This design comes from an exercise in tuning for small area on the open sky130 flow, not from production work.
Function was checked by simulation only, so behaviour that the tests miss may differ from the original.
Power and IR drop assume default switching activity.

==> design/flow/design.v <==
`timescale 1ns / 1ps
`default_nettype none
module ibis_texture_mapper
#(parameter TILE_SIZE_POW2_MAX = 9,
  parameter WIDTH = 11)
 (input wire logic aclk,
  input wire logic aresetn,
  input wire logic enable,
  input wire logic unsigned [6:0] write_registers,
  input wire logic unsigned [WIDTH - 1:0] x,
  input wire logic unsigned [WIDTH - 1:0] y,
  input wire logic unsigned [2:0] texture_power2,
  input wire logic signed [17:0] texture_matrixA,
  input wire logic signed [17:0] texture_matrixB,
  input wire logic signed [17:0] texture_matrixC,
  input wire logic signed [17:0] texture_matrixD,
  input wire logic signed [17:0] texture_translateX,
  input wire logic signed [17:0] texture_translateY,
  output logic unsigned [(TILE_SIZE_POW2_MAX * 2) - 1:0] map_address,
  output logic stencil_test,
  output logic stencil_step,
  output logic ready);
  logic [4:0] r_js;
  always_ff @(posedge aclk) begin
    if(!aresetn) r_js <= 5'b00000;
    else if(enable) r_js <= {r_js[3:0], ~r_js[4]};
  end
  wire ph0 = ~r_js[4] & ~r_js[0];
  wire ph1 =  r_js[0] & ~r_js[1];
  wire ph2 =  r_js[1] & ~r_js[2];
  wire ph3 =  r_js[2] & ~r_js[3];
  wire ph4 =  r_js[3] & ~r_js[4];
  wire ph5 =  r_js[4] &  r_js[0];
  wire ph6 = ~r_js[0] &  r_js[1];
  wire ph7 = ~r_js[1] &  r_js[2];
  wire ph8 = ~r_js[2] &  r_js[3];
  wire ph9 = ~r_js[3] &  r_js[4];
  logic [2:0] r_tp;  
  logic signed [17:0] r_A, r_B, r_C, r_D, r_Tx, r_Ty;
  logic [5:0] r_w;
  wire wr = enable & ph0;
  always_ff @(posedge aclk) begin
    if(!aresetn) begin
      r_tp <= 3'd4;
      r_w <= 6'b0;
    end else begin
      if(wr & write_registers[6]) r_tp <= texture_power2;
      if(wr) r_w <= r_w | write_registers[5:0];
    end
  end
  always_ff @(posedge aclk) begin
    if(wr & write_registers[4]) r_Tx <= texture_translateX;
    if(wr & write_registers[5]) r_Ty <= texture_translateY;
    if(wr & write_registers[0]) r_A <= texture_matrixA;
    if(wr & write_registers[1]) r_B <= texture_matrixB;
    if(wr & write_registers[2]) r_C <= texture_matrixC;
    if(wr & write_registers[3]) r_D <= texture_matrixD;
  end
  logic [9:0] r_xh, r_yh;
  wire [9:0] xh_n, yh_n;
  wire [17:0] tx = r_Tx & {18{r_w[4]}};
  wire [17:0] ty = r_Ty & {18{r_w[5]}};
  ibis_tm_rca #(10) u_xh(.a({1'b0, x[8:0]}), .b(~tx[17:8]), .ci(~|tx[7:0]), .s(xh_n));
  ibis_tm_rca #(10) u_yh(.a({1'b0, y[8:0]}), .b(~ty[17:8]), .ci(~|ty[7:0]), .s(yh_n));
  always_ff @(posedge aclk) begin
    if(enable & ph1) r_xh <= xh_n;
    if(enable & ph3) r_yh <= yh_n;
  end
  wire useY = ph2 | ph4 | ph6 | ph8;
  wire hi   = ph3 | ph4 | ph7 | ph8;
  wire start = ph1 | ph5;
  wire [7:0] tlo = useY ? ty[7:0] : tx[7:0];
  wire [8:0] lo_c;
  wire [7:0] lo;  
  assign lo_c[0] = 1'b1;
  for(genvar i = 0; i < 8; i++) begin: g_neg
    assign lo[i] = ~tlo[i] ^ lo_c[i];
    assign lo_c[i + 1] = ~tlo[i] & lo_c[i];
  end
  wire [9:0] hv = useY ? r_yh : r_xh;
  wire [9:0] dig = hi ? hv : {2'b00, lo};
  wire selA = enable & (ph1 | ph3);
  wire selB = enable & (ph2 | ph4);
  wire selC = enable & (ph5 | ph7);
  wire selD = enable & (ph6 | ph8);
  wire [17:0] msel = ({18{selA & r_w[0]}} & r_A) | ({18{selB & r_w[1]}} & r_B)
                   | ({18{selC & r_w[2]}} & r_C) | ({18{selD & r_w[3]}} & r_D)
                   | {9'b0, (selA & ~r_w[0]) | (selD & ~r_w[3]), 8'b0};
  logic signed [27:0] r_S;
  logic signed [27:0] acc_in;
  always_comb begin
    if(enable & start) acc_in = 28'sd1 << (17 + r_tp);
    else if(enable & (ph3 | ph7)) acc_in = r_S >>> 8;
    else acc_in = r_S;
  end
  wire [27:0] sum;
  ibis_tm_mac u_mac(.m(msel), .d(dig), .acc(acc_in), .sum(sum));
  always_ff @(posedge aclk) begin
    r_S <= sum;
  end
  function automatic logic zero_hi(input logic [27:0] h, input logic [2:0] tp);
    logic [7:0] m;
    m = 8'hff << tp;  
    zero_hi = ~|h[27:18] & ~|(h[17:10] & m);
  endfunction
  logic [8:0] r_uk;  
  logic r_zu;        
  always_ff @(posedge aclk) begin
    if(enable & ph4) begin
      r_uk <= sum[16:8];
      r_zu <= zero_hi(sum, r_tp);
    end
  end
  logic r_sx, r_sy, r_tx, r_ty;
  always_ff @(posedge aclk) begin
    if(!aresetn) begin
      r_sx <= 1'b0;
      r_sy <= 1'b0;
    end else begin
      if(enable & ph6) r_sx <= r_zu;
      if(enable & ph8) r_sy <= zero_hi(sum, r_tp);
    end
  end
  always_ff @(posedge aclk) begin
    if(enable & ph8) begin
      r_tx <= ~r_uk[r_tp];
      r_ty <= ~sum[8 + r_tp];
    end
  end
  logic [17:0] r_addr;
  wire [17:0] addr_n;
  wire [8:0] amask = ~(9'h1fc << r_tp);
  wire [17:0] av = {9'b0, r_S[16:8] & amask} << 2;
  wire [17:0] av1 = r_tp[0] ? {av[16:0], 1'b0} : av;
  wire [17:0] av2 = r_tp[1] ? {av1[15:0], 2'b0} : av1;
  wire [17:0] av3 = r_tp[2] ? {av2[13:0], 4'b0} : av2;
  assign addr_n = av3 | {9'b0, r_uk & amask};
  always_ff @(posedge aclk) begin
    if(enable & ph9) r_addr <= addr_n;
  end
  assign map_address = r_addr;
  assign ready = ph9;
  assign stencil_test = r_sx & r_sy;
  assign stencil_step = r_tx & r_ty;
endmodule
module ibis_tm_mac(input wire [17:0] m, input wire [9:0] d, input wire [27:0] acc, output wire [27:0] sum);
  wire t1 = (m[0] & d[8]) ^ (m[1] & d[7]);
  wire t2 = (m[0] & d[8]) & (m[1] & d[7]);
  wire t3 = 1'b1 ^ ~(m[0] & d[9]) ^ (m[1] & d[8]);
  wire t4 = (1'b1 & ~(m[0] & d[9])) | (1'b1 & (m[1] & d[8])) | (~(m[0] & d[9]) & (m[1] & d[8]));
  wire t5 = (m[2] & d[7]) ^ (m[3] & d[6]) ^ (m[4] & d[5]);
  wire t6 = ((m[2] & d[7]) & (m[3] & d[6])) | ((m[2] & d[7]) & (m[4] & d[5])) | ((m[3] & d[6]) & (m[4] & d[5]));
  wire t7 = ~(m[1] & d[9]) ^ (m[2] & d[8]) ^ (m[3] & d[7]);
  wire t8 = (~(m[1] & d[9]) & (m[2] & d[8])) | (~(m[1] & d[9]) & (m[3] & d[7])) | ((m[2] & d[8]) & (m[3] & d[7]));
  wire t9 = (m[4] & d[6]) ^ (m[5] & d[5]) ^ (m[6] & d[4]);
  wire t10 = ((m[4] & d[6]) & (m[5] & d[5])) | ((m[4] & d[6]) & (m[6] & d[4])) | ((m[5] & d[5]) & (m[6] & d[4]));
  wire t11 = ~(m[2] & d[9]) ^ (m[3] & d[8]) ^ (m[4] & d[7]);
  wire t12 = (~(m[2] & d[9]) & (m[3] & d[8])) | (~(m[2] & d[9]) & (m[4] & d[7])) | ((m[3] & d[8]) & (m[4] & d[7]));
  wire t13 = (m[5] & d[6]) ^ (m[6] & d[5]) ^ (m[7] & d[4]);
  wire t14 = ((m[5] & d[6]) & (m[6] & d[5])) | ((m[5] & d[6]) & (m[7] & d[4])) | ((m[6] & d[5]) & (m[7] & d[4]));
  wire t15 = ~(m[3] & d[9]) ^ (m[4] & d[8]) ^ (m[5] & d[7]);
  wire t16 = (~(m[3] & d[9]) & (m[4] & d[8])) | (~(m[3] & d[9]) & (m[5] & d[7])) | ((m[4] & d[8]) & (m[5] & d[7]));
  wire t17 = (m[6] & d[6]) ^ (m[7] & d[5]) ^ (m[8] & d[4]);
  wire t18 = ((m[6] & d[6]) & (m[7] & d[5])) | ((m[6] & d[6]) & (m[8] & d[4])) | ((m[7] & d[5]) & (m[8] & d[4]));
  wire t19 = ~(m[4] & d[9]) ^ (m[5] & d[8]) ^ (m[6] & d[7]);
  wire t20 = (~(m[4] & d[9]) & (m[5] & d[8])) | (~(m[4] & d[9]) & (m[6] & d[7])) | ((m[5] & d[8]) & (m[6] & d[7]));
  wire t21 = (m[7] & d[6]) ^ (m[8] & d[5]) ^ (m[9] & d[4]);
  wire t22 = ((m[7] & d[6]) & (m[8] & d[5])) | ((m[7] & d[6]) & (m[9] & d[4])) | ((m[8] & d[5]) & (m[9] & d[4]));
  wire t23 = ~(m[5] & d[9]) ^ (m[6] & d[8]) ^ (m[7] & d[7]);
  wire t24 = (~(m[5] & d[9]) & (m[6] & d[8])) | (~(m[5] & d[9]) & (m[7] & d[7])) | ((m[6] & d[8]) & (m[7] & d[7]));
  wire t25 = (m[8] & d[6]) ^ (m[9] & d[5]) ^ (m[10] & d[4]);
  wire t26 = ((m[8] & d[6]) & (m[9] & d[5])) | ((m[8] & d[6]) & (m[10] & d[4])) | ((m[9] & d[5]) & (m[10] & d[4]));
  wire t27 = ~(m[6] & d[9]) ^ (m[7] & d[8]) ^ (m[8] & d[7]);
  wire t28 = (~(m[6] & d[9]) & (m[7] & d[8])) | (~(m[6] & d[9]) & (m[8] & d[7])) | ((m[7] & d[8]) & (m[8] & d[7]));
  wire t29 = (m[9] & d[6]) ^ (m[10] & d[5]) ^ (m[11] & d[4]);
  wire t30 = ((m[9] & d[6]) & (m[10] & d[5])) | ((m[9] & d[6]) & (m[11] & d[4])) | ((m[10] & d[5]) & (m[11] & d[4]));
  wire t31 = ~(m[7] & d[9]) ^ (m[8] & d[8]) ^ (m[9] & d[7]);
  wire t32 = (~(m[7] & d[9]) & (m[8] & d[8])) | (~(m[7] & d[9]) & (m[9] & d[7])) | ((m[8] & d[8]) & (m[9] & d[7]));
  wire t33 = (m[10] & d[6]) ^ (m[11] & d[5]) ^ (m[12] & d[4]);
  wire t34 = ((m[10] & d[6]) & (m[11] & d[5])) | ((m[10] & d[6]) & (m[12] & d[4])) | ((m[11] & d[5]) & (m[12] & d[4]));
  wire t35 = 1'b1 ^ ~(m[8] & d[9]) ^ (m[9] & d[8]);
  wire t36 = (1'b1 & ~(m[8] & d[9])) | (1'b1 & (m[9] & d[8])) | (~(m[8] & d[9]) & (m[9] & d[8]));
  wire t37 = (m[10] & d[7]) ^ (m[11] & d[6]) ^ (m[12] & d[5]);
  wire t38 = ((m[10] & d[7]) & (m[11] & d[6])) | ((m[10] & d[7]) & (m[12] & d[5])) | ((m[11] & d[6]) & (m[12] & d[5]));
  wire t39 = (m[13] & d[4]) ^ (m[14] & d[3]);
  wire t40 = (m[13] & d[4]) & (m[14] & d[3]);
  wire t41 = ~(m[9] & d[9]) ^ (m[10] & d[8]) ^ (m[11] & d[7]);
  wire t42 = (~(m[9] & d[9]) & (m[10] & d[8])) | (~(m[9] & d[9]) & (m[11] & d[7])) | ((m[10] & d[8]) & (m[11] & d[7]));
  wire t43 = (m[12] & d[6]) ^ (m[13] & d[5]) ^ (m[14] & d[4]);
  wire t44 = ((m[12] & d[6]) & (m[13] & d[5])) | ((m[12] & d[6]) & (m[14] & d[4])) | ((m[13] & d[5]) & (m[14] & d[4]));
  wire t45 = ~(m[10] & d[9]) ^ (m[11] & d[8]) ^ (m[12] & d[7]);
  wire t46 = (~(m[10] & d[9]) & (m[11] & d[8])) | (~(m[10] & d[9]) & (m[12] & d[7])) | ((m[11] & d[8]) & (m[12] & d[7]));
  wire t47 = (m[0] & d[5]) ^ (m[1] & d[4]);
  wire t48 = (m[0] & d[5]) & (m[1] & d[4]);
  wire t49 = (m[0] & d[6]) ^ (m[1] & d[5]) ^ (m[2] & d[4]);
  wire t50 = ((m[0] & d[6]) & (m[1] & d[5])) | ((m[0] & d[6]) & (m[2] & d[4])) | ((m[1] & d[5]) & (m[2] & d[4]));
  wire t51 = (m[3] & d[3]) ^ (m[4] & d[2]);
  wire t52 = (m[3] & d[3]) & (m[4] & d[2]);
  wire t53 = (m[0] & d[7]) ^ (m[1] & d[6]) ^ (m[2] & d[5]);
  wire t54 = ((m[0] & d[7]) & (m[1] & d[6])) | ((m[0] & d[7]) & (m[2] & d[5])) | ((m[1] & d[6]) & (m[2] & d[5]));
  wire t55 = (m[3] & d[4]) ^ (m[4] & d[3]) ^ (m[5] & d[2]);
  wire t56 = ((m[3] & d[4]) & (m[4] & d[3])) | ((m[3] & d[4]) & (m[5] & d[2])) | ((m[4] & d[3]) & (m[5] & d[2]));
  wire t57 = (m[6] & d[1]) ^ (m[7] & d[0]);
  wire t58 = (m[6] & d[1]) & (m[7] & d[0]);
  wire t59 = t1 ^ (m[2] & d[6]) ^ (m[3] & d[5]);
  wire t60 = (t1 & (m[2] & d[6])) | (t1 & (m[3] & d[5])) | ((m[2] & d[6]) & (m[3] & d[5]));
  wire t61 = (m[4] & d[4]) ^ (m[5] & d[3]) ^ (m[6] & d[2]);
  wire t62 = ((m[4] & d[4]) & (m[5] & d[3])) | ((m[4] & d[4]) & (m[6] & d[2])) | ((m[5] & d[3]) & (m[6] & d[2]));
  wire t63 = (m[7] & d[1]) ^ (m[8] & d[0]) ^ acc[8];
  wire t64 = ((m[7] & d[1]) & (m[8] & d[0])) | ((m[7] & d[1]) & acc[8]) | ((m[8] & d[0]) & acc[8]);
  wire t65 = t3 ^ t5 ^ (m[5] & d[4]);
  wire t66 = (t3 & t5) | (t3 & (m[5] & d[4])) | (t5 & (m[5] & d[4]));
  wire t67 = (m[6] & d[3]) ^ (m[7] & d[2]) ^ (m[8] & d[1]);
  wire t68 = ((m[6] & d[3]) & (m[7] & d[2])) | ((m[6] & d[3]) & (m[8] & d[1])) | ((m[7] & d[2]) & (m[8] & d[1]));
  wire t69 = (m[9] & d[0]) ^ acc[9] ^ t2;
  wire t70 = ((m[9] & d[0]) & acc[9]) | ((m[9] & d[0]) & t2) | (acc[9] & t2);
  wire t71 = t7 ^ t9 ^ (m[7] & d[3]);
  wire t72 = (t7 & t9) | (t7 & (m[7] & d[3])) | (t9 & (m[7] & d[3]));
  wire t73 = (m[8] & d[2]) ^ (m[9] & d[1]) ^ (m[10] & d[0]);
  wire t74 = ((m[8] & d[2]) & (m[9] & d[1])) | ((m[8] & d[2]) & (m[10] & d[0])) | ((m[9] & d[1]) & (m[10] & d[0]));
  wire t75 = acc[10] ^ t4 ^ t6;
  wire t76 = (acc[10] & t4) | (acc[10] & t6) | (t4 & t6);
  wire t77 = t11 ^ t13 ^ (m[8] & d[3]);
  wire t78 = (t11 & t13) | (t11 & (m[8] & d[3])) | (t13 & (m[8] & d[3]));
  wire t79 = (m[9] & d[2]) ^ (m[10] & d[1]) ^ (m[11] & d[0]);
  wire t80 = ((m[9] & d[2]) & (m[10] & d[1])) | ((m[9] & d[2]) & (m[11] & d[0])) | ((m[10] & d[1]) & (m[11] & d[0]));
  wire t81 = acc[11] ^ t8 ^ t10;
  wire t82 = (acc[11] & t8) | (acc[11] & t10) | (t8 & t10);
  wire t83 = t15 ^ t17 ^ (m[9] & d[3]);
  wire t84 = (t15 & t17) | (t15 & (m[9] & d[3])) | (t17 & (m[9] & d[3]));
  wire t85 = (m[10] & d[2]) ^ (m[11] & d[1]) ^ (m[12] & d[0]);
  wire t86 = ((m[10] & d[2]) & (m[11] & d[1])) | ((m[10] & d[2]) & (m[12] & d[0])) | ((m[11] & d[1]) & (m[12] & d[0]));
  wire t87 = acc[12] ^ t12 ^ t14;
  wire t88 = (acc[12] & t12) | (acc[12] & t14) | (t12 & t14);
  wire t89 = t19 ^ t21 ^ (m[10] & d[3]);
  wire t90 = (t19 & t21) | (t19 & (m[10] & d[3])) | (t21 & (m[10] & d[3]));
  wire t91 = (m[11] & d[2]) ^ (m[12] & d[1]) ^ (m[13] & d[0]);
  wire t92 = ((m[11] & d[2]) & (m[12] & d[1])) | ((m[11] & d[2]) & (m[13] & d[0])) | ((m[12] & d[1]) & (m[13] & d[0]));
  wire t93 = acc[13] ^ t16 ^ t18;
  wire t94 = (acc[13] & t16) | (acc[13] & t18) | (t16 & t18);
  wire t95 = t23 ^ t25 ^ (m[11] & d[3]);
  wire t96 = (t23 & t25) | (t23 & (m[11] & d[3])) | (t25 & (m[11] & d[3]));
  wire t97 = (m[12] & d[2]) ^ (m[13] & d[1]) ^ (m[14] & d[0]);
  wire t98 = ((m[12] & d[2]) & (m[13] & d[1])) | ((m[12] & d[2]) & (m[14] & d[0])) | ((m[13] & d[1]) & (m[14] & d[0]));
  wire t99 = acc[14] ^ t20 ^ t22;
  wire t100 = (acc[14] & t20) | (acc[14] & t22) | (t20 & t22);
  wire t101 = t27 ^ t29 ^ (m[12] & d[3]);
  wire t102 = (t27 & t29) | (t27 & (m[12] & d[3])) | (t29 & (m[12] & d[3]));
  wire t103 = (m[13] & d[2]) ^ (m[14] & d[1]) ^ (m[15] & d[0]);
  wire t104 = ((m[13] & d[2]) & (m[14] & d[1])) | ((m[13] & d[2]) & (m[15] & d[0])) | ((m[14] & d[1]) & (m[15] & d[0]));
  wire t105 = acc[15] ^ t24 ^ t26;
  wire t106 = (acc[15] & t24) | (acc[15] & t26) | (t24 & t26);
  wire t107 = t31 ^ t33 ^ (m[13] & d[3]);
  wire t108 = (t31 & t33) | (t31 & (m[13] & d[3])) | (t33 & (m[13] & d[3]));
  wire t109 = (m[14] & d[2]) ^ (m[15] & d[1]) ^ (m[16] & d[0]);
  wire t110 = ((m[14] & d[2]) & (m[15] & d[1])) | ((m[14] & d[2]) & (m[16] & d[0])) | ((m[15] & d[1]) & (m[16] & d[0]));
  wire t111 = acc[16] ^ t28 ^ t30;
  wire t112 = (acc[16] & t28) | (acc[16] & t30) | (t28 & t30);
  wire t113 = t35 ^ t37 ^ t39;
  wire t114 = (t35 & t37) | (t35 & t39) | (t37 & t39);
  wire t115 = (m[15] & d[2]) ^ (m[16] & d[1]) ^ ~(m[17] & d[0]);
  wire t116 = ((m[15] & d[2]) & (m[16] & d[1])) | ((m[15] & d[2]) & ~(m[17] & d[0])) | ((m[16] & d[1]) & ~(m[17] & d[0]));
  wire t117 = acc[17] ^ t32 ^ t34;
  wire t118 = (acc[17] & t32) | (acc[17] & t34) | (t32 & t34);
  wire t119 = t41 ^ t43 ^ (m[15] & d[3]);
  wire t120 = (t41 & t43) | (t41 & (m[15] & d[3])) | (t43 & (m[15] & d[3]));
  wire t121 = (m[16] & d[2]) ^ ~(m[17] & d[1]) ^ acc[18];
  wire t122 = ((m[16] & d[2]) & ~(m[17] & d[1])) | ((m[16] & d[2]) & acc[18]) | (~(m[17] & d[1]) & acc[18]);
  wire t123 = t36 ^ t38 ^ t40;
  wire t124 = (t36 & t38) | (t36 & t40) | (t38 & t40);
  wire t125 = t45 ^ (m[13] & d[6]) ^ (m[14] & d[5]);
  wire t126 = (t45 & (m[13] & d[6])) | (t45 & (m[14] & d[5])) | ((m[13] & d[6]) & (m[14] & d[5]));
  wire t127 = (m[15] & d[4]) ^ (m[16] & d[3]) ^ ~(m[17] & d[2]);
  wire t128 = ((m[15] & d[4]) & (m[16] & d[3])) | ((m[15] & d[4]) & ~(m[17] & d[2])) | ((m[16] & d[3]) & ~(m[17] & d[2]));
  wire t129 = acc[19] ^ t42 ^ t44;
  wire t130 = (acc[19] & t42) | (acc[19] & t44) | (t42 & t44);
  wire t131 = ~(m[11] & d[9]) ^ (m[12] & d[8]) ^ (m[13] & d[7]);
  wire t132 = (~(m[11] & d[9]) & (m[12] & d[8])) | (~(m[11] & d[9]) & (m[13] & d[7])) | ((m[12] & d[8]) & (m[13] & d[7]));
  wire t133 = (m[14] & d[6]) ^ (m[15] & d[5]) ^ (m[16] & d[4]);
  wire t134 = ((m[14] & d[6]) & (m[15] & d[5])) | ((m[14] & d[6]) & (m[16] & d[4])) | ((m[15] & d[5]) & (m[16] & d[4]));
  wire t135 = ~(m[17] & d[3]) ^ acc[20] ^ t46;
  wire t136 = (~(m[17] & d[3]) & acc[20]) | (~(m[17] & d[3]) & t46) | (acc[20] & t46);
  wire t137 = ~(m[12] & d[9]) ^ (m[13] & d[8]) ^ (m[14] & d[7]);
  wire t138 = (~(m[12] & d[9]) & (m[13] & d[8])) | (~(m[12] & d[9]) & (m[14] & d[7])) | ((m[13] & d[8]) & (m[14] & d[7]));
  wire t139 = (m[15] & d[6]) ^ (m[16] & d[5]) ^ ~(m[17] & d[4]);
  wire t140 = ((m[15] & d[6]) & (m[16] & d[5])) | ((m[15] & d[6]) & ~(m[17] & d[4])) | ((m[16] & d[5]) & ~(m[17] & d[4]));
  wire t141 = ~(m[13] & d[9]) ^ (m[14] & d[8]) ^ (m[15] & d[7]);
  wire t142 = (~(m[13] & d[9]) & (m[14] & d[8])) | (~(m[13] & d[9]) & (m[15] & d[7])) | ((m[14] & d[8]) & (m[15] & d[7]));
  wire t143 = (m[0] & d[3]) ^ (m[1] & d[2]);
  wire t144 = (m[0] & d[3]) & (m[1] & d[2]);
  wire t145 = (m[0] & d[4]) ^ (m[1] & d[3]) ^ (m[2] & d[2]);
  wire t146 = ((m[0] & d[4]) & (m[1] & d[3])) | ((m[0] & d[4]) & (m[2] & d[2])) | ((m[1] & d[3]) & (m[2] & d[2]));
  wire t147 = (m[3] & d[1]) ^ (m[4] & d[0]);
  wire t148 = (m[3] & d[1]) & (m[4] & d[0]);
  wire t149 = t47 ^ (m[2] & d[3]) ^ (m[3] & d[2]);
  wire t150 = (t47 & (m[2] & d[3])) | (t47 & (m[3] & d[2])) | ((m[2] & d[3]) & (m[3] & d[2]));
  wire t151 = (m[4] & d[1]) ^ (m[5] & d[0]) ^ acc[5];
  wire t152 = ((m[4] & d[1]) & (m[5] & d[0])) | ((m[4] & d[1]) & acc[5]) | ((m[5] & d[0]) & acc[5]);
  wire t153 = t49 ^ t51 ^ (m[5] & d[1]);
  wire t154 = (t49 & t51) | (t49 & (m[5] & d[1])) | (t51 & (m[5] & d[1]));
  wire t155 = (m[6] & d[0]) ^ acc[6] ^ t48;
  wire t156 = ((m[6] & d[0]) & acc[6]) | ((m[6] & d[0]) & t48) | (acc[6] & t48);
  wire t157 = t53 ^ t55 ^ t57;
  wire t158 = (t53 & t55) | (t53 & t57) | (t55 & t57);
  wire t159 = acc[7] ^ t50 ^ t52;
  wire t160 = (acc[7] & t50) | (acc[7] & t52) | (t50 & t52);
  wire t161 = t59 ^ t61 ^ t63;
  wire t162 = (t59 & t61) | (t59 & t63) | (t61 & t63);
  wire t163 = t54 ^ t56 ^ t58;
  wire t164 = (t54 & t56) | (t54 & t58) | (t56 & t58);
  wire t165 = t65 ^ t67 ^ t69;
  wire t166 = (t65 & t67) | (t65 & t69) | (t67 & t69);
  wire t167 = t60 ^ t62 ^ t64;
  wire t168 = (t60 & t62) | (t60 & t64) | (t62 & t64);
  wire t169 = t71 ^ t73 ^ t75;
  wire t170 = (t71 & t73) | (t71 & t75) | (t73 & t75);
  wire t171 = t66 ^ t68 ^ t70;
  wire t172 = (t66 & t68) | (t66 & t70) | (t68 & t70);
  wire t173 = t77 ^ t79 ^ t81;
  wire t174 = (t77 & t79) | (t77 & t81) | (t79 & t81);
  wire t175 = t72 ^ t74 ^ t76;
  wire t176 = (t72 & t74) | (t72 & t76) | (t74 & t76);
  wire t177 = t83 ^ t85 ^ t87;
  wire t178 = (t83 & t85) | (t83 & t87) | (t85 & t87);
  wire t179 = t78 ^ t80 ^ t82;
  wire t180 = (t78 & t80) | (t78 & t82) | (t80 & t82);
  wire t181 = t89 ^ t91 ^ t93;
  wire t182 = (t89 & t91) | (t89 & t93) | (t91 & t93);
  wire t183 = t84 ^ t86 ^ t88;
  wire t184 = (t84 & t86) | (t84 & t88) | (t86 & t88);
  wire t185 = t95 ^ t97 ^ t99;
  wire t186 = (t95 & t97) | (t95 & t99) | (t97 & t99);
  wire t187 = t90 ^ t92 ^ t94;
  wire t188 = (t90 & t92) | (t90 & t94) | (t92 & t94);
  wire t189 = t101 ^ t103 ^ t105;
  wire t190 = (t101 & t103) | (t101 & t105) | (t103 & t105);
  wire t191 = t96 ^ t98 ^ t100;
  wire t192 = (t96 & t98) | (t96 & t100) | (t98 & t100);
  wire t193 = t107 ^ t109 ^ t111;
  wire t194 = (t107 & t109) | (t107 & t111) | (t109 & t111);
  wire t195 = t102 ^ t104 ^ t106;
  wire t196 = (t102 & t104) | (t102 & t106) | (t104 & t106);
  wire t197 = t113 ^ t115 ^ t117;
  wire t198 = (t113 & t115) | (t113 & t117) | (t115 & t117);
  wire t199 = t108 ^ t110 ^ t112;
  wire t200 = (t108 & t110) | (t108 & t112) | (t110 & t112);
  wire t201 = t119 ^ t121 ^ t123;
  wire t202 = (t119 & t121) | (t119 & t123) | (t121 & t123);
  wire t203 = t114 ^ t116 ^ t118;
  wire t204 = (t114 & t116) | (t114 & t118) | (t116 & t118);
  wire t205 = t125 ^ t127 ^ t129;
  wire t206 = (t125 & t127) | (t125 & t129) | (t127 & t129);
  wire t207 = t120 ^ t122 ^ t124;
  wire t208 = (t120 & t122) | (t120 & t124) | (t122 & t124);
  wire t209 = t131 ^ t133 ^ t135;
  wire t210 = (t131 & t133) | (t131 & t135) | (t133 & t135);
  wire t211 = t126 ^ t128 ^ t130;
  wire t212 = (t126 & t128) | (t126 & t130) | (t128 & t130);
  wire t213 = t137 ^ t139 ^ acc[21];
  wire t214 = (t137 & t139) | (t137 & acc[21]) | (t139 & acc[21]);
  wire t215 = t132 ^ t134 ^ t136;
  wire t216 = (t132 & t134) | (t132 & t136) | (t134 & t136);
  wire t217 = t141 ^ (m[16] & d[6]) ^ ~(m[17] & d[5]);
  wire t218 = (t141 & (m[16] & d[6])) | (t141 & ~(m[17] & d[5])) | ((m[16] & d[6]) & ~(m[17] & d[5]));
  wire t219 = acc[22] ^ t138 ^ t140;
  wire t220 = (acc[22] & t138) | (acc[22] & t140) | (t138 & t140);
  wire t221 = ~(m[14] & d[9]) ^ (m[15] & d[8]) ^ (m[16] & d[7]);
  wire t222 = (~(m[14] & d[9]) & (m[15] & d[8])) | (~(m[14] & d[9]) & (m[16] & d[7])) | ((m[15] & d[8]) & (m[16] & d[7]));
  wire t223 = ~(m[17] & d[6]) ^ acc[23] ^ t142;
  wire t224 = (~(m[17] & d[6]) & acc[23]) | (~(m[17] & d[6]) & t142) | (acc[23] & t142);
  wire t225 = ~(m[15] & d[9]) ^ (m[16] & d[8]) ^ ~(m[17] & d[7]);
  wire t226 = (~(m[15] & d[9]) & (m[16] & d[8])) | (~(m[15] & d[9]) & ~(m[17] & d[7])) | ((m[16] & d[8]) & ~(m[17] & d[7]));
  wire t227 = (m[0] & d[2]) ^ (m[1] & d[1]);
  wire t228 = (m[0] & d[2]) & (m[1] & d[1]);
  wire t229 = t143 ^ (m[2] & d[1]) ^ (m[3] & d[0]);
  wire t230 = (t143 & (m[2] & d[1])) | (t143 & (m[3] & d[0])) | ((m[2] & d[1]) & (m[3] & d[0]));
  wire t231 = t145 ^ t147 ^ acc[4];
  wire t232 = (t145 & t147) | (t145 & acc[4]) | (t147 & acc[4]);
  wire t233 = t149 ^ t151 ^ t146;
  wire t234 = (t149 & t151) | (t149 & t146) | (t151 & t146);
  wire t235 = t153 ^ t155 ^ t150;
  wire t236 = (t153 & t155) | (t153 & t150) | (t155 & t150);
  wire t237 = t157 ^ t159 ^ t154;
  wire t238 = (t157 & t159) | (t157 & t154) | (t159 & t154);
  wire t239 = t161 ^ t163 ^ t158;
  wire t240 = (t161 & t163) | (t161 & t158) | (t163 & t158);
  wire t241 = t165 ^ t167 ^ t162;
  wire t242 = (t165 & t167) | (t165 & t162) | (t167 & t162);
  wire t243 = t169 ^ t171 ^ t166;
  wire t244 = (t169 & t171) | (t169 & t166) | (t171 & t166);
  wire t245 = t173 ^ t175 ^ t170;
  wire t246 = (t173 & t175) | (t173 & t170) | (t175 & t170);
  wire t247 = t177 ^ t179 ^ t174;
  wire t248 = (t177 & t179) | (t177 & t174) | (t179 & t174);
  wire t249 = t181 ^ t183 ^ t178;
  wire t250 = (t181 & t183) | (t181 & t178) | (t183 & t178);
  wire t251 = t185 ^ t187 ^ t182;
  wire t252 = (t185 & t187) | (t185 & t182) | (t187 & t182);
  wire t253 = t189 ^ t191 ^ t186;
  wire t254 = (t189 & t191) | (t189 & t186) | (t191 & t186);
  wire t255 = t193 ^ t195 ^ t190;
  wire t256 = (t193 & t195) | (t193 & t190) | (t195 & t190);
  wire t257 = t197 ^ t199 ^ t194;
  wire t258 = (t197 & t199) | (t197 & t194) | (t199 & t194);
  wire t259 = t201 ^ t203 ^ t198;
  wire t260 = (t201 & t203) | (t201 & t198) | (t203 & t198);
  wire t261 = t205 ^ t207 ^ t202;
  wire t262 = (t205 & t207) | (t205 & t202) | (t207 & t202);
  wire t263 = t209 ^ t211 ^ t206;
  wire t264 = (t209 & t211) | (t209 & t206) | (t211 & t206);
  wire t265 = t213 ^ t215 ^ t210;
  wire t266 = (t213 & t215) | (t213 & t210) | (t215 & t210);
  wire t267 = t217 ^ t219 ^ t214;
  wire t268 = (t217 & t219) | (t217 & t214) | (t219 & t214);
  wire t269 = t221 ^ t223 ^ t218;
  wire t270 = (t221 & t223) | (t221 & t218) | (t223 & t218);
  wire t271 = t225 ^ acc[24] ^ t222;
  wire t272 = (t225 & acc[24]) | (t225 & t222) | (acc[24] & t222);
  wire t273 = ~(m[16] & d[9]) ^ ~(m[17] & d[8]) ^ acc[25];
  wire t274 = (~(m[16] & d[9]) & ~(m[17] & d[8])) | (~(m[16] & d[9]) & acc[25]) | (~(m[17] & d[8]) & acc[25]);
  wire t275 = (m[0] & d[1]) ^ (m[1] & d[0]);
  wire t276 = (m[0] & d[1]) & (m[1] & d[0]);
  wire t277 = t227 ^ (m[2] & d[0]) ^ acc[2];
  wire t278 = (t227 & (m[2] & d[0])) | (t227 & acc[2]) | ((m[2] & d[0]) & acc[2]);
  wire t279 = t229 ^ acc[3] ^ t228;
  wire t280 = (t229 & acc[3]) | (t229 & t228) | (acc[3] & t228);
  wire t281 = t231 ^ t144 ^ t230;
  wire t282 = (t231 & t144) | (t231 & t230) | (t144 & t230);
  wire t283 = t233 ^ t148 ^ t232;
  wire t284 = (t233 & t148) | (t233 & t232) | (t148 & t232);
  wire t285 = t235 ^ t152 ^ t234;
  wire t286 = (t235 & t152) | (t235 & t234) | (t152 & t234);
  wire t287 = t237 ^ t156 ^ t236;
  wire t288 = (t237 & t156) | (t237 & t236) | (t156 & t236);
  wire t289 = t239 ^ t160 ^ t238;
  wire t290 = (t239 & t160) | (t239 & t238) | (t160 & t238);
  wire t291 = t241 ^ t164 ^ t240;
  wire t292 = (t241 & t164) | (t241 & t240) | (t164 & t240);
  wire t293 = t243 ^ t168 ^ t242;
  wire t294 = (t243 & t168) | (t243 & t242) | (t168 & t242);
  wire t295 = t245 ^ t172 ^ t244;
  wire t296 = (t245 & t172) | (t245 & t244) | (t172 & t244);
  wire t297 = t247 ^ t176 ^ t246;
  wire t298 = (t247 & t176) | (t247 & t246) | (t176 & t246);
  wire t299 = t249 ^ t180 ^ t248;
  wire t300 = (t249 & t180) | (t249 & t248) | (t180 & t248);
  wire t301 = t251 ^ t184 ^ t250;
  wire t302 = (t251 & t184) | (t251 & t250) | (t184 & t250);
  wire t303 = t253 ^ t188 ^ t252;
  wire t304 = (t253 & t188) | (t253 & t252) | (t188 & t252);
  wire t305 = t255 ^ t192 ^ t254;
  wire t306 = (t255 & t192) | (t255 & t254) | (t192 & t254);
  wire t307 = t257 ^ t196 ^ t256;
  wire t308 = (t257 & t196) | (t257 & t256) | (t196 & t256);
  wire t309 = t259 ^ t200 ^ t258;
  wire t310 = (t259 & t200) | (t259 & t258) | (t200 & t258);
  wire t311 = t261 ^ t204 ^ t260;
  wire t312 = (t261 & t204) | (t261 & t260) | (t204 & t260);
  wire t313 = t263 ^ t208 ^ t262;
  wire t314 = (t263 & t208) | (t263 & t262) | (t208 & t262);
  wire t315 = t265 ^ t212 ^ t264;
  wire t316 = (t265 & t212) | (t265 & t264) | (t212 & t264);
  wire t317 = t267 ^ t216 ^ t266;
  wire t318 = (t267 & t216) | (t267 & t266) | (t216 & t266);
  wire t319 = t269 ^ t220 ^ t268;
  wire t320 = (t269 & t220) | (t269 & t268) | (t220 & t268);
  wire t321 = t271 ^ t224 ^ t270;
  wire t322 = (t271 & t224) | (t271 & t270) | (t224 & t270);
  wire t323 = t273 ^ t226 ^ t272;
  wire t324 = (t273 & t226) | (t273 & t272) | (t226 & t272);
  wire t325 = (m[17] & d[9]) ^ acc[26] ^ t274;
  wire t326 = ((m[17] & d[9]) & acc[26]) | ((m[17] & d[9]) & t274) | (acc[26] & t274);
  wire t327 = 1'b1 ^ acc[27];
  wire t328 = 1'b1 & acc[27];
  wire [27:0] t329 = {t327, t325, t323, t321, t319, t317, t315, t313, t311, t309, t307, t305, t303, t301, t299, t297, t295, t293, t291, t289, t287, t285, t283, t281, t279, t277, t275, (m[0] & d[0])};
  wire [27:0] t330 = {t326, t324, t322, t320, t318, t316, t314, t312, t310, t308, t306, t304, t302, t300, t298, t296, t294, t292, t290, t288, t286, t284, t282, t280, t278, t276, acc[1], acc[0]};
  wire fp0_0 = t329[0] ^ t330[0];
  wire fg0_0 = t329[0] & t330[0];
  wire fp0_1 = t329[1] ^ t330[1];
  wire fg0_1 = t329[1] & t330[1];
  wire fp0_2 = t329[2] ^ t330[2];
  wire fg0_2 = t329[2] & t330[2];
  wire fp0_3 = t329[3] ^ t330[3];
  wire fg0_3 = t329[3] & t330[3];
  wire fp0_4 = t329[4] ^ t330[4];
  wire fg0_4 = t329[4] & t330[4];
  wire fp0_5 = t329[5] ^ t330[5];
  wire fg0_5 = t329[5] & t330[5];
  wire fp0_6 = t329[6] ^ t330[6];
  wire fg0_6 = t329[6] & t330[6];
  wire fp0_7 = t329[7] ^ t330[7];
  wire fg0_7 = t329[7] & t330[7];
  wire fp0_8 = t329[8] ^ t330[8];
  wire fg0_8 = t329[8] & t330[8];
  wire fp0_9 = t329[9] ^ t330[9];
  wire fg0_9 = t329[9] & t330[9];
  wire fp0_10 = t329[10] ^ t330[10];
  wire fg0_10 = t329[10] & t330[10];
  wire fp0_11 = t329[11] ^ t330[11];
  wire fg0_11 = t329[11] & t330[11];
  wire fp0_12 = t329[12] ^ t330[12];
  wire fg0_12 = t329[12] & t330[12];
  wire fp0_13 = t329[13] ^ t330[13];
  wire fg0_13 = t329[13] & t330[13];
  wire fp0_14 = t329[14] ^ t330[14];
  wire fg0_14 = t329[14] & t330[14];
  wire fp0_15 = t329[15] ^ t330[15];
  wire fg0_15 = t329[15] & t330[15];
  wire fp0_16 = t329[16] ^ t330[16];
  wire fg0_16 = t329[16] & t330[16];
  wire fp0_17 = t329[17] ^ t330[17];
  wire fg0_17 = t329[17] & t330[17];
  wire fp0_18 = t329[18] ^ t330[18];
  wire fg0_18 = t329[18] & t330[18];
  wire fp0_19 = t329[19] ^ t330[19];
  wire fg0_19 = t329[19] & t330[19];
  wire fp0_20 = t329[20] ^ t330[20];
  wire fg0_20 = t329[20] & t330[20];
  wire fp0_21 = t329[21] ^ t330[21];
  wire fg0_21 = t329[21] & t330[21];
  wire fp0_22 = t329[22] ^ t330[22];
  wire fg0_22 = t329[22] & t330[22];
  wire fp0_23 = t329[23] ^ t330[23];
  wire fg0_23 = t329[23] & t330[23];
  wire fp0_24 = t329[24] ^ t330[24];
  wire fg0_24 = t329[24] & t330[24];
  wire fp0_25 = t329[25] ^ t330[25];
  wire fg0_25 = t329[25] & t330[25];
  wire fp0_26 = t329[26] ^ t330[26];
  wire fg0_26 = t329[26] & t330[26];
  wire fp0_27 = t329[27] ^ t330[27];
  wire fg0_27 = t329[27] & t330[27];
  wire fg_1 = fg0_1 | (fp0_1 & fg0_0);
  wire fpp_1 = fp0_1 & fp0_0;
  wire fg_2 = fg0_3 | (fp0_3 & fg0_2);
  wire fpp_2 = fp0_3 & fp0_2;
  wire fg_3 = fg0_5 | (fp0_5 & fg0_4);
  wire fpp_3 = fp0_5 & fp0_4;
  wire fg_4 = fg0_7 | (fp0_7 & fg0_6);
  wire fpp_4 = fp0_7 & fp0_6;
  wire fg_5 = fg0_9 | (fp0_9 & fg0_8);
  wire fpp_5 = fp0_9 & fp0_8;
  wire fg_6 = fg0_11 | (fp0_11 & fg0_10);
  wire fpp_6 = fp0_11 & fp0_10;
  wire fg_7 = fg0_13 | (fp0_13 & fg0_12);
  wire fpp_7 = fp0_13 & fp0_12;
  wire fg_8 = fg0_15 | (fp0_15 & fg0_14);
  wire fpp_8 = fp0_15 & fp0_14;
  wire fg_9 = fg0_17 | (fp0_17 & fg0_16);
  wire fpp_9 = fp0_17 & fp0_16;
  wire fg_10 = fg0_19 | (fp0_19 & fg0_18);
  wire fpp_10 = fp0_19 & fp0_18;
  wire fg_11 = fg0_21 | (fp0_21 & fg0_20);
  wire fpp_11 = fp0_21 & fp0_20;
  wire fg_12 = fg0_23 | (fp0_23 & fg0_22);
  wire fpp_12 = fp0_23 & fp0_22;
  wire fg_13 = fg0_25 | (fp0_25 & fg0_24);
  wire fpp_13 = fp0_25 & fp0_24;
  wire fg_14 = fg0_27 | (fp0_27 & fg0_26);
  wire fpp_14 = fp0_27 & fp0_26;
  wire fg_15 = fg_2 | (fpp_2 & fg_1);
  wire fpp_15 = fpp_2 & fpp_1;
  wire fg_16 = fg_4 | (fpp_4 & fg_3);
  wire fpp_16 = fpp_4 & fpp_3;
  wire fg_17 = fg_6 | (fpp_6 & fg_5);
  wire fpp_17 = fpp_6 & fpp_5;
  wire fg_18 = fg_8 | (fpp_8 & fg_7);
  wire fpp_18 = fpp_8 & fpp_7;
  wire fg_19 = fg_10 | (fpp_10 & fg_9);
  wire fpp_19 = fpp_10 & fpp_9;
  wire fg_20 = fg_12 | (fpp_12 & fg_11);
  wire fpp_20 = fpp_12 & fpp_11;
  wire fg_21 = fg_14 | (fpp_14 & fg_13);
  wire fpp_21 = fpp_14 & fpp_13;
  wire fg_22 = fg_16 | (fpp_16 & fg_15);
  wire fpp_22 = fpp_16 & fpp_15;
  wire fg_23 = fg_18 | (fpp_18 & fg_17);
  wire fpp_23 = fpp_18 & fpp_17;
  wire fg_24 = fg_20 | (fpp_20 & fg_19);
  wire fpp_24 = fpp_20 & fpp_19;
  wire fg_25 = fg_23 | (fpp_23 & fg_22);
  wire fpp_25 = fpp_23 & fpp_22;
  wire fg_26 = fg_24 | (fpp_24 & fg_25);
  wire fpp_26 = fpp_24 & fpp_25;
  wire fg_27 = fg_17 | (fpp_17 & fg_22);
  wire fpp_27 = fpp_17 & fpp_22;
  wire fg_28 = fg_19 | (fpp_19 & fg_25);
  wire fpp_28 = fpp_19 & fpp_25;
  wire fg_29 = fg_21 | (fpp_21 & fg_26);
  wire fpp_29 = fpp_21 & fpp_26;
  wire fg_30 = fg_3 | (fpp_3 & fg_15);
  wire fpp_30 = fpp_3 & fpp_15;
  wire fg_31 = fg_5 | (fpp_5 & fg_22);
  wire fpp_31 = fpp_5 & fpp_22;
  wire fg_32 = fg_7 | (fpp_7 & fg_27);
  wire fpp_32 = fpp_7 & fpp_27;
  wire fg_33 = fg_9 | (fpp_9 & fg_25);
  wire fpp_33 = fpp_9 & fpp_25;
  wire fg_34 = fg_11 | (fpp_11 & fg_28);
  wire fpp_34 = fpp_11 & fpp_28;
  wire fg_35 = fg_13 | (fpp_13 & fg_26);
  wire fpp_35 = fpp_13 & fpp_26;
  wire fg_36 = fg0_2 | (fp0_2 & fg_1);
  wire fpp_36 = fp0_2 & fpp_1;
  wire fg_37 = fg0_4 | (fp0_4 & fg_15);
  wire fpp_37 = fp0_4 & fpp_15;
  wire fg_38 = fg0_6 | (fp0_6 & fg_30);
  wire fpp_38 = fp0_6 & fpp_30;
  wire fg_39 = fg0_8 | (fp0_8 & fg_22);
  wire fpp_39 = fp0_8 & fpp_22;
  wire fg_40 = fg0_10 | (fp0_10 & fg_31);
  wire fpp_40 = fp0_10 & fpp_31;
  wire fg_41 = fg0_12 | (fp0_12 & fg_27);
  wire fpp_41 = fp0_12 & fpp_27;
  wire fg_42 = fg0_14 | (fp0_14 & fg_32);
  wire fpp_42 = fp0_14 & fpp_32;
  wire fg_43 = fg0_16 | (fp0_16 & fg_25);
  wire fpp_43 = fp0_16 & fpp_25;
  wire fg_44 = fg0_18 | (fp0_18 & fg_33);
  wire fpp_44 = fp0_18 & fpp_33;
  wire fg_45 = fg0_20 | (fp0_20 & fg_28);
  wire fpp_45 = fp0_20 & fpp_28;
  wire fg_46 = fg0_22 | (fp0_22 & fg_34);
  wire fpp_46 = fp0_22 & fpp_34;
  wire fg_47 = fg0_24 | (fp0_24 & fg_26);
  wire fpp_47 = fp0_24 & fpp_26;
  wire fg_48 = fg0_26 | (fp0_26 & fg_35);
  wire fpp_48 = fp0_26 & fpp_35;
  assign sum[0] = fp0_0 ^ 1'b0;
  assign sum[1] = fp0_1 ^ fg0_0;
  assign sum[2] = fp0_2 ^ fg_1;
  assign sum[3] = fp0_3 ^ fg_36;
  assign sum[4] = fp0_4 ^ fg_15;
  assign sum[5] = fp0_5 ^ fg_37;
  assign sum[6] = fp0_6 ^ fg_30;
  assign sum[7] = fp0_7 ^ fg_38;
  assign sum[8] = fp0_8 ^ fg_22;
  assign sum[9] = fp0_9 ^ fg_39;
  assign sum[10] = fp0_10 ^ fg_31;
  assign sum[11] = fp0_11 ^ fg_40;
  assign sum[12] = fp0_12 ^ fg_27;
  assign sum[13] = fp0_13 ^ fg_41;
  assign sum[14] = fp0_14 ^ fg_32;
  assign sum[15] = fp0_15 ^ fg_42;
  assign sum[16] = fp0_16 ^ fg_25;
  assign sum[17] = fp0_17 ^ fg_43;
  assign sum[18] = fp0_18 ^ fg_33;
  assign sum[19] = fp0_19 ^ fg_44;
  assign sum[20] = fp0_20 ^ fg_28;
  assign sum[21] = fp0_21 ^ fg_45;
  assign sum[22] = fp0_22 ^ fg_34;
  assign sum[23] = fp0_23 ^ fg_46;
  assign sum[24] = fp0_24 ^ fg_26;
  assign sum[25] = fp0_25 ^ fg_47;
  assign sum[26] = fp0_26 ^ fg_35;
  assign sum[27] = fp0_27 ^ fg_48;
endmodule
module ibis_tm_rca #(parameter N = 10)
 (input wire logic [N - 1:0] a,
  input wire logic [N - 1:0] b,
  input wire logic ci,
  output logic [N - 1:0] s);
  wire [N:0] c;
  assign c[0] = ci;
  for(genvar i = 0; i < N; i++) begin: g_bit
    assign s[i] = a[i] ^ b[i] ^ c[i];
    assign c[i + 1] = (a[i] & b[i]) | (a[i] & c[i]) | (b[i] & c[i]);
  end
endmodule
==> design/flow/flow/run.sh <==
#!/bin/bash
set -euo pipefail
export SYNTH_ARGS="-noabc"
export BUFFER_PORTS_ARGS="-buffer_cell sky130_fd_sc_hd__buf_1"
export CTS_ARGS="-sink_clustering_enable -repair_clock_nets -dont_use_dummy_load -sink_clustering_size 8 -sink_clustering_max_diameter 40 -buf_list sky130_fd_sc_hd__clkbuf_4"
bash standard.sh > standard.log 2>&1
==> design/flow/standard.sh <==
#!/bin/bash
# synth_recipe.tcl (not shown) runs the flow's synth.tcl, then flattens the netlist and writes it again
# the make line also repeats each setting of config.mk as NAME=value (left out here)
make -C /OpenROAD-flow-scripts/flow DESIGN_CONFIG=/design/flow/config.mk WORK_HOME=/design/flow/orfs CLKGATE_MAP_FILE= SYNTH_SCRIPT=/design/flow/synth_recipe.tcl "${@:-finish}"
==> design/flow/config.mk <==
export PLATFORM = sky130hd
export DESIGN_NAME = ibis_texture_mapper
export DESIGN_NICKNAME = ibis_texture_mapper
export VERILOG_FILES = /design/flow/design.v
export SDC_FILE = /design/flow/constraint.sdc
export NUM_CORES = 4
export LEC_CHECK = 0
export ABC_AREA = 1
export CAP_MARGIN = 20
export CORE_MARGIN = 2
export CORE_UTILIZATION = 40
export SLEW_MARGIN = 20
==> design/flow/constraint.sdc <==
create_clock -name core_clock -period 10.0 [get_ports {aclk}]
set_input_delay 2.0000 -clock core_clock [delete_from_list [all_inputs] [get_ports {aclk}]]
set_output_delay 2.0000 -clock core_clock [all_outputs]
set_load 0.01 [all_outputs]
==> key figures, run 1 <==
Route
  • Routed wire length: 35.7 mm
  • DR iter-0 viols: 605
  • Vias per Instance: 4.93
  • Drt pass-1 iters: 5
  • Final antenna-violating net count: 0
  • Total number of vias: 10,000
  • DR DRC count: 0
  • Wire per inst: 17.6 um

Logic synthesis
  • Mapped Nets: 1,772
  • Top cells by area, synth: edfxtp_1 (33%), fa_1 (26%), nand2_1 (7.7%)
  • FFs w/ async S/R, synth: 0
  • Largest area contributor in the netlist: edfxtp_1
  • Cells after Synth: 1,402
  • Yosys cell types: 48
  • Number of flops mapped to enable cells by yosys: 158
  • Syn_area_per_cell: 10.1 um^2
  • #FFs+latches synth: 202
  • Top cell type's share of synthesized area: 0.334
  • Most common flop cell mapped by yosys: edfxtp_1
  • Yosys warns: 1
  • Register area share after synthesis: 0.396
  • Synthesized cell area: 14,200 um^2

CTS
  • Count of hold-fix buffers inserted at cts: 0
  • Worst-Skew Late Latency: 710 ps
  • Post-CTS Resized: 0
  • # H-tree levels: 2
  • Clock sinks: 202
  • Postcts setup bufs: 0
  • TritonCTS Buffers: 39
  • CTS tree: done
  • Max clock buf depth: 3
  • Clock Tree Root: clkbuf_4
  • Clock-pin slew on the worst setup and hold paths: 70 ps

Global routing
  • All-Layer GR Usage: 0.201
  • Initial antenna violation count: 1
  • Global-route wire length before repair: 55.5 mm
  • Total grt overflow: 0
  • Vias in the first global route: 10,400
  • Pin count of the biggest net entering global routing: 32

Power
  • Leak: 6.91 nW
  • Maximum VDD drop: 0.000111 V
  • PwrDens: 210 nW/um^2

Timing
  • RSZ-0062 raised after global routing: false
  • Setup TNS: 0 ps
  • Slew HR: 0.284
  • Fmax: 0.116 GHz
  • Fin. Hold Viols: 0
  • Slew @ Worst Pin: 1070 ps
  • Final count of negative-setup-slack endpoints: 0
  • Setup Skew: 93.8 ps
  • Fin worst setup slack: 1390 ps
  • Shortest period the worst path allows: 8610 ps
  • Tcrit/Tclk final: 0.861
  • Final Max Tran Viols: 0

Floorplanning
  • Full die area: 37,100 um^2
  • # IOs: 164
  • Core Area: 35,300 um^2
  • Initial Util: 0.402
  • Die width: 192 um
  • Die height: 192 um
  • Rows: 69

Final layout
  • Most common cell after layout, fill and taps aside: nand2_1
  • Nets: 1,944
  • P&R area growth vs syn: 9.47%
  • Fraction of layout cells with a size suffix above 1: 0.0738
  • Most frequent cells in the layout: nand2_1 (291), inv_1 (190), fa_1 (184)
  • Area of the multi-input gates: 7570 um^2
  • Layout fillers: 3,414
  • Sequential cell area: 5630 um^2

Setup path
  • CP Data Arrival Time: 9180 ps
  • Cell family with most CP delay: adder cells
  • Slowest-stage cell, CP: o21ai_2
  • Most Frequent Cell on Critical Path: nand2_1
  • WS Path Type: register to register
  • CP Buf/Inv Count: 0
  • CP max stage delay: 690 ps
  • CP max FO: 31
  • Worst Path Required: 10,570 ps
  • Startpoint Class: register
  • Worst Setup End Kind: register

Min path
  • Hold Crit Class: register to register

Placed design
  • RePlAce Congestion: 0.933
  • DP Worst Slack: 863 ps
  • HPWL Detailed: 28.2 mm
  • Port bufs: 159

Run status
  • Status: no timing/DRC/antenna violations

Job
  • Number of max-cap violations: 0
cell families after synthesis:
group | share of synthesized area
AO/OA/AOI/OAI | 0.0602
XOR/XNOR | 0.00863
buffers and inverters | 0.0719
multiplexers | 0.000704
AND/OR/NAND/NOR | 0.166
adder cells (fa/ha/maj) | 0.297
flip-flops | 0.396
registers in the layout, summed over array words and instances, names as in the netlist, 3 cells and up:
register / flops
r_B: 18
r_S: 28
r_A: 18
r_C: 18
r_tp: 3
r_Ty: 18
r_Tx: 18
r_w: 6
r_xh: 10
r_js: 5
r_uk: 9
r_D: 18
r_yh: 10
r_addr: 18
synth_stat cells (all sizes together) (5+ instances only):
cell type / n
nand2: 296
inv: 208
fa: 184
nor2: 184
edfxtp: 158
o21ai: 63
a21oi: 54
nand3: 51
dfxtp: 44
ha: 43
buf: 25
nand4: 18
clkbuf: 17
xnor2: 9
a31oi: 6
o22ai: 6
nor3: 5
xor2: 5
worst paths after layout:
kind              cells after the start                   to  slack (ps)            startpoint
hold / removal                        0  r_addr[1]$_DFFE_PP_         460     r_uk[1]$_DFFE_PP_
setup / recovery                     37    r_sy$_SDFFE_PN0P_        1390  r_js[2]$_SDFFE_PN0P_
hold reg to reg                       0  r_addr[1]$_DFFE_PP_         460     r_uk[1]$_DFFE_PP_
setup reg to reg                     37    r_sy$_SDFFE_PN0P_        1390  r_js[2]$_SDFFE_PN0P_
layout make-up:
class	count	share of cell area
multi-input cells	949	0.487
flip-flops and latches	202	0.362
inverters	209	0.0504
repair buffers	173	0.0451
well taps	461	0.0371
clock buffers	39	0.0188
diodes	2	0.000322
power breakdown:
| part | leakage, nW | switching [mW] | internal [mW] |
|---|---|---|---|
| clock | 0.179 | 0.282 | 0.178 |
| combinational | 4.91 | 1.05 | 0.674 |
| sequential | 1.82 | 0.0396 | 1.04 |
per-stage QoR:
stage	total power [mW]	cells	hold slack (ps)	util	area [um^2]
floorplan	2.36	1402	421	-	14200
global route	3.57	2035	483	0.441	15600
detailed placement	2.84	1994	445	0.432	15300
CTS	3.31	2033	464	0.440	15500
finish	3.26	2035	460	0.441	15600
global placement	2.80	1994	434	0.432	15300
routing by layer:
layer / share of wire / vias to the layer above / GRT usage
met3: 0.062 / 65 / 0.0416
met2: 0.50 / 308 / 0.341
li1: - / 4800 / -
met5: 0 / - / 0
met4: 0.034 / 0 / 0.0837
met1: 0.40 / 4867 / 0.250
==> run 2: changes to the inputs <==
==> design/flow/flow/run.sh (replaced) <==
#!/bin/bash
set -euo pipefail
here=$(pwd)
rm -rf "$here/orfs_scripts"
cp -r "$FLOW_HOME/scripts" "$here/orfs_scripts"
cp "$here/flow/abc_area.script" "$here/orfs_scripts/abc_area.script"
export SCRIPTS_DIR="$here/orfs_scripts"
export SYNTH_ARGS="-noabc"
export BUFFER_PORTS_ARGS="-buffer_cell sky130_fd_sc_hd__buf_1"
export CTS_ARGS="-sink_clustering_enable -repair_clock_nets -dont_use_dummy_load -sink_clustering_size 8 -sink_clustering_max_diameter 40 -buf_list sky130_fd_sc_hd__clkbuf_4"
bash standard.sh > standard.log 2>&1
==> design/flow/flow/abc_area.script (new file) <==
strash
dc2
&get -n
&dch -f
&nf -a -R 1000
&put
topo
stime -c
buffer -c
upsize -c
dnsize -c
==> key figures, run 2 <==
Final layout
  • Nets: 1,742 (-10%)
  • Final instance area: 15,400 um^2 (-0.96%)
  • Sequential cell area: 5630 um^2 (about the same)
  • Most common cell after layout, fill and taps aside: nor2_1
  • Layout fillers: 3,162 (-7.4%)
  • Largest Register: r_S
  • Fraction of layout cells with a size suffix above 1: 0.107 (+0.0335)
  • P&R area growth vs syn: 14.2%
  • Layout Utilization: 0.462 (+0.0212)
  • Max reg flops: 28 (unchanged)
  • Area of the multi-input gates: 7410 um^2 (-2.1%)
  • Fin cells: 1,819 (-11%)
  • Most frequent cells in the layout: nor2_1 (192), fa_1 (184), buf_1 (159)

CTS
  • # H-tree levels: 2 (unchanged)
  • TritonCTS Buffers: 36 (-7.7%)
  • Clock sinks: 202 (unchanged)
  • Clock-pin slew on the worst setup and hold paths: 90 ps (+20 ps)
  • Clock Tree Root: clkbuf_4
  • Max clock buf depth: 3 (unchanged)
  • Count of hold-fix buffers inserted at cts: 0 (unchanged)
  • Worst-Skew Late Latency: 700 ps (about the same)
  • CTS tree: done

Global routing
  • Initial antenna violation count: 1 (unchanged)
  • Global-route wire length before repair: 53.3 mm (-4.1%)
  • Pin count of the biggest net entering global routing: 27 (-16%)
  • Total grt overflow: 0 (unchanged)
  • Vias in the first global route: 10,100 (-3.3%)
  • All-Layer GR Usage: 0.196 (-0.00515)

Power
  • PwrDens: 216 nW/um^2 (+3.0%)
  • Leak: 6.28 nW (-9.2%)
  • Maximum VDD drop: 0.000172 V (+55%)
  • Power, Total: 3.33 mW (+2.0%)

Timing
  • Setup TNS: 0 ps (unchanged)
  • Final count of negative-setup-slack endpoints: 0 (unchanged)
  • Fin worst setup slack: 707 ps (-683 ps)
  • Shortest period the worst path allows: 9290 ps (+683 ps)
  • Slew HR: 0.340 (+0.0563)
  • Fmax: 0.108 GHz (-7.3%)
  • Setup Skew: 92.2 ps (-1.60 ps)
  • Slew @ Worst Pin: 990 ps (-84.2 ps)
  • Fin. Hold Viols: 0 (unchanged)
  • Final Max Tran Viols: 0 (unchanged)
  • Hold WS: 473 ps (+12.4 ps)
  • Tcrit/Tclk final: 0.929 (+0.0683)
  • RSZ-0062 raised after global routing: false

Run status
  • Status: no timing/DRC/antenna violations

Setup path
  • CP max stage delay: 530 ps (-160 ps)
  • Slowest-stage cell, CP: fa_1
  • CP Data Arrival Time: 9890 ps (+710 ps)
  • CP max FO: 10 (-68%)
  • Most Frequent Cell on Critical Path: nand2_2
  • Worst Path Required: 10,600 ps (+30 ps)
  • Worst Setup End Kind: register
  • WS Path Type: input port to register
  • R2r worst-path depth: 46 (+24%)
  • Startpoint Class: input port

Min path
  • Worst Hold Depth: 1 (+1)
  • Hold Crit Class: register to register

Logic synthesis
  • Compound-Gate Fraction of Synth Area: 0.0838 (+0.0236)
  • Synth Area in Adders: 0.313 (+0.0158)
  • Synthesized cell area: 13,500 um^2 (-5.0%)
  • #FFs+latches synth: 202 (unchanged)
  • Most common cell in the synthesized netlist: nor2_1
  • XOR/XNOR Fraction of Synth Area: 0.0117 (+0.00305)
  • Top cell type's share of synthesized area: 0.352 (+0.0177)
  • Largest area contributor in the netlist: edfxtp_1
  • Mapped Nets: 1,514 (-15%)
  • FFs w/ async S/R, synth: 0 (unchanged)
  • Mux share of post-synthesis cell area: 0.0117 (+0.0110)
  • Synth top cells by count: nor2_1 (192), fa_1 (184), edfxtp_1 (158), inv_1 (82), nand2_1 (81)
  • Simple-gate area share of the yosys netlist: 0.128 (-0.0376)
  • Syn_area_per_cell: 11.8 um^2 (+16%)
  • Number of flops mapped to enable cells by yosys: 158 (unchanged)
  • Cells after Synth: 1,144 (-18%)
  • Register area share after synthesis: 0.417 (+0.0210)
  • Yosys warns: 1 (unchanged)
  • Most common flop cell mapped by yosys: edfxtp_1
  • Top cells by area, synth: edfxtp_1 (35%), fa_1 (27%), dfxtp_1 (6.5%)
  • Yosys cell types: 48 (unchanged)
  • Largest family of logic cells by synthesized area: adder cells

Floorplanning
  • Die height: 188 um (-2.5%)
  • Initial Util: 0.404 (+0.00198)
  • Full die area: 35,200 um^2 (-4.9%)
  • Rows: 67 (-2.9%)
  • Core Area: 33,400 um^2 (-5.5%)
  • Die width: 188 um (-2.5%)
  • # IOs: 164 (unchanged)

Route
  • DR iter-0 viols: 627 (+3.6%)
  • Wire per inst: 18.4 um (+4.5%)
  • Vias per Instance: 5.11 (+3.7%)
  • Final antenna-violating net count: 0 (unchanged)
  • Total number of vias: 9,303 (-7.3%)
  • DR DRC count: 0 (unchanged)
  • Routed wire length: 33.4 mm (-6.6%)
  • Drt pass-1 iters: 6 (+1)

Placed design
  • Port bufs: 159 (unchanged)
  • Post-Place Cell Area: 15,100 um^2 (-1.0%)
  • DP Cell Count: 1,780 (-11%)
  • DP Worst Slack: 42.7 ps (-820 ps)
  • HPWL Detailed: 25.4 mm (-9.8%)
  • RePlAce Congestion: 0.850 (-9.0%)

Job
  • Number of max-cap violations: 0 (unchanged)
-- run 2: layout make-up --
type,instances,area share
multi-input cells,816,0.481
flip-flops and latches,202,0.365
repair buffers,232,0.0792
well taps,448,0.0364
inverters,84,0.0205
clock buffers,36,0.0175
diodes,1,0.000162
-- run 2: final timing paths --
path | startpoint | end | slack [ps]
worst max register to register | r_js[1]$_SDFFE_PN0P_ | r_sy$_SDFFE_PN0P_ | 760
worst max-delay path | enable | r_sy$_SDFFE_PN0P_ | 710
worst min-delay path | r_w[1]$_SDFFE_PN0P_ | r_w[1]$_SDFFE_PN0P_ | 470
worst min register to register | r_w[1]$_SDFFE_PN0P_ | r_w[1]$_SDFFE_PN0P_ | 470
-- run 2: kinds of logic (layout without fill, tap and decap cells) --
kind of cell | count (synthesis) | in the layout
and+or+nand+nor | 382 | 382
adders and majority gates | 227 | 227
DFF | 202 | 202
AOI/OAI and AO/OA | 175 | 175
buffers and inverters | 126 | 352
xor gates and xnor gates | 18 | 18
muxes | 14 | 14
other | 0 | 1
-- run 2: routing by layer --
metal,up-vias,global-route usage,part of all wire
li1,4314,-,-
met5,-,0,0
met3,57,0.0384,0.069
met2,344,0.318,0.48
met4,0,0.0727,0.025
met1,4588,0.261,0.43
-- run 2: where the power goes --
| group | internal, mW | leakage (nW) | switching, mW |
|---|---|---|---|
| clock network | 0.165 | 0.166 | 0.279 |
| registers | 1.05 | 1.82 | 0.0614 |
| logic | 0.765 | 4.29 | 1.00 |
-- run 2: worst max-delay path: cells and delay by family --
family,cells,cell delay (ps)
adder cells (fa/ha/maj),7,3280
buffers and inverters,3,630
AND/OR/NAND/NOR,25,2060
AO/OA/AOI/OAI,7,1930
-- run 2: what timing repair did --
| action | 4_1_cts | 5_1_grt |
|---|---|---|
| setup buffers | 0 | 2 |
| endpoints found under the setup margin | 0 | 2 |
| resized for setup | 0 | 3 |
==> run 3: changes to the inputs <==
==> design/flow/flow/abc_area.script (replaced) <==
strash
dc2
dch -f
map -a
topo
==> key figures, run 3 <==
Run status
  • Status: no timing/DRC/antenna violations

Timing
  • RSZ-0062 raised after global routing: false
  • Tcrit/Tclk final: 0.918 (-0.0113)
  • Slew HR: 0.340 (+0.000382)
  • Setup Skew: 86.1 ps (-6.08 ps)
  • Setup TNS: 0 ps (unchanged)
  • Fmax: 0.109 GHz (+1.2%)
  • Final count of negative-setup-slack endpoints: 0 (unchanged)
  • Shortest period the worst path allows: 9180 ps (-113 ps)
  • Fin. Hold Viols: 0 (unchanged)
  • Final Max Tran Viols: 0 (unchanged)

CTS
  • TritonCTS Buffers: 36 (unchanged)
  • Clock Tree Root: clkbuf_4
  • # H-tree levels: 2 (unchanged)
  • Count of hold-fix buffers inserted at cts: 0 (unchanged)
  • Worst-Skew Late Latency: 700 ps (about the same)
  • Clock sinks: 202 (unchanged)
  • CTS tree: done
  • Max clock buf depth: 3 (unchanged)
  • Postcts setup bufs: 0 (unchanged)
  • Clock-pin slew on the worst setup and hold paths: 90 ps (about the same)

Setup path
  • Cell family with most CP delay: adder cells
  • Startpoint Class: register
  • CP Buf/Inv Count: 3 (unchanged)
  • Worst Setup End Kind: register

Min path
  • Hold Crit Class: register to register

Floorplanning
  • Initial Util: 0.403 (-0.00113)
  • Rows: 67 (unchanged)
  • Core Area: 33,400 um^2 (unchanged)
  • Die width: 187 um (-0.14%)
  • Full die area: 35,100 um^2 (-0.27%)
  • # IOs: 164 (unchanged)
  • Die height: 187 um (-0.14%)

Final layout
  • Most common cell after layout, fill and taps aside: nor2_1
  • P&R area growth vs syn: 13.8%
  • Most frequent cells in the layout: nor2_1 (250), clkinv_1 (200), fa_1 (184)
  • Layout fillers: 3,248 (+2.7%)
  • Layout Utilization: 0.459 (-0.00289)
  • Largest Register: r_S
  • Max reg flops: 28 (unchanged)
  • Fraction of layout cells with a size suffix above 1: 0.0647 (-0.0426)

Global routing
  • Pin count of the biggest net entering global routing: 26 (-3.7%)
  • Total grt overflow: 0 (unchanged)
  • Vias in the first global route: 9,990 (-0.74%)
  • Initial antenna violation count: 3 (+2)
  • All-Layer GR Usage: 0.193 (-0.00320)

Job
  • Number of max-cap violations: 0 (unchanged)

Power
  • Maximum VDD drop: 0.000167 V (-2.8%)
  • PwrDens: 223 nW/um^2 (+3.2%)
  • Leak: 5.93 nW (-5.5%)

Logic synthesis
  • Most common cell in the synthesized netlist: nor2_1
  • Synthesized cell area: 13,500 um^2 (-0.28%)
  • #FFs+latches synth: 202 (unchanged)
  • Top cell type's share of synthesized area: 0.353 (+0.000981)
  • Most common flop cell mapped by yosys: edfxtp_1
  • FFs w/ async S/R, synth: 0 (unchanged)
  • Largest area contributor in the netlist: edfxtp_1
  • Mapped Nets: 1,621 (+7.1%)
  • Register area share after synthesis: 0.418 (+0.00116)
  • Top cells by area, synth: edfxtp_1 (35%), fa_1 (27%), nor2_1 (7.0%)
  • Yosys cell types: 30 (-38%)
  • Cells after Synth: 1,251 (+9.4%)

Route
  • Routed wire length: 32.4 mm (-3.0%)
  • DR iter-0 viols: 700 (+12%)
  • Drt pass-1 iters: 5 (-1)
  • Vias per Instance: 4.96 (-2.9%)
  • Final antenna-violating net count: 0 (unchanged)

Placed design
  • DP Worst Slack: 141 ps (+97.8 ps)
  • RePlAce Congestion: 0.888 (+4.5%)
  • HPWL Detailed: 25.8 mm (+1.7%)
  • Port bufs: 159 (unchanged)
## run 3: tightest hold or removal path, delay by kind of cell (launching register included)
family                 cells  cell delay [ps]
AO/OA/AOI/OAI              1               50
buffers and inverters      1               50
flip-flops                 1              310
## run 3: kinds of logic after synthesis
logic type,share of synthesized area
flip-flops,0.418
XOR/XNOR,0.0111
AND/OR/NAND/NOR,0.121
buffers and inverters,0.0558
adder cells (fa/ha/maj),0.314
AO/OA/AOI/OAI,0.0774
multiplexers,0.00298
## run 3: stage by stage
stage	cell area, um^2	instances	hold WS (ps)	total power [mW]
4_1_cts	15300	1948	446	3.45
3_3_place_gp	15000	1912	429	2.93
5_1_grt	15300	1950	472	3.72
2_1_floorplan	13500	1251	418	2.41
3_5_place_dp	15000	1912	433	2.99
6_report	15300	1951	443	3.41
## run 3: area by class of cell
class	instances	area, um^2	share of cell area
sequential	202	5630	0.367
tap	448	561	0.0366
clock buffer	36	270	0.0177
multi-input combinational	849	7090	0.463
inverter	200	751	0.0490
antenna	3	7.51	0.000490
timing repair buffer	213	1000	0.0655
## run 3: worst paths after layout
path,cells after the start,endpoint,start,slack [ps]
max,46,r_sy$_SDFFE_PN0P_,r_js[3]$_SDFFE_PN0P_,820
min,2,r_sy$_SDFFE_PN0P_,r_sy$_SDFFE_PN0P_,440
max reg2reg,46,r_sy$_SDFFE_PN0P_,r_js[3]$_SDFFE_PN0P_,820
min reg2reg,2,r_sy$_SDFFE_PN0P_,r_sy$_SDFFE_PN0P_,440
## run 3: layer usage
layer  wire [um]  vias to the layer above  track usage  share of wire
li1            -                     4592            -              -
met1       13700                     4737        0.254           0.42
met2       15800                      295        0.322           0.49
met3        1970                       60       0.0381          0.061
met4         843                        2       0.0600          0.026
met5          13                        -            0        0.00040
## run 3: where the power goes
part           switching (mW)  internal [mW]  total [mW]
sequential             0.0474           1.06        1.11
combinational            1.08          0.775        1.85
clock                   0.282          0.165       0.447

Check on run 3: ideal ports give 0.819 ns setup slack; a clkbuf_16 on the clock port and buf_2 on the inputs give 0.819 ns; moving port delays by the midpoint clock arrival (0.708 ns) as well gives 0.269 ns.
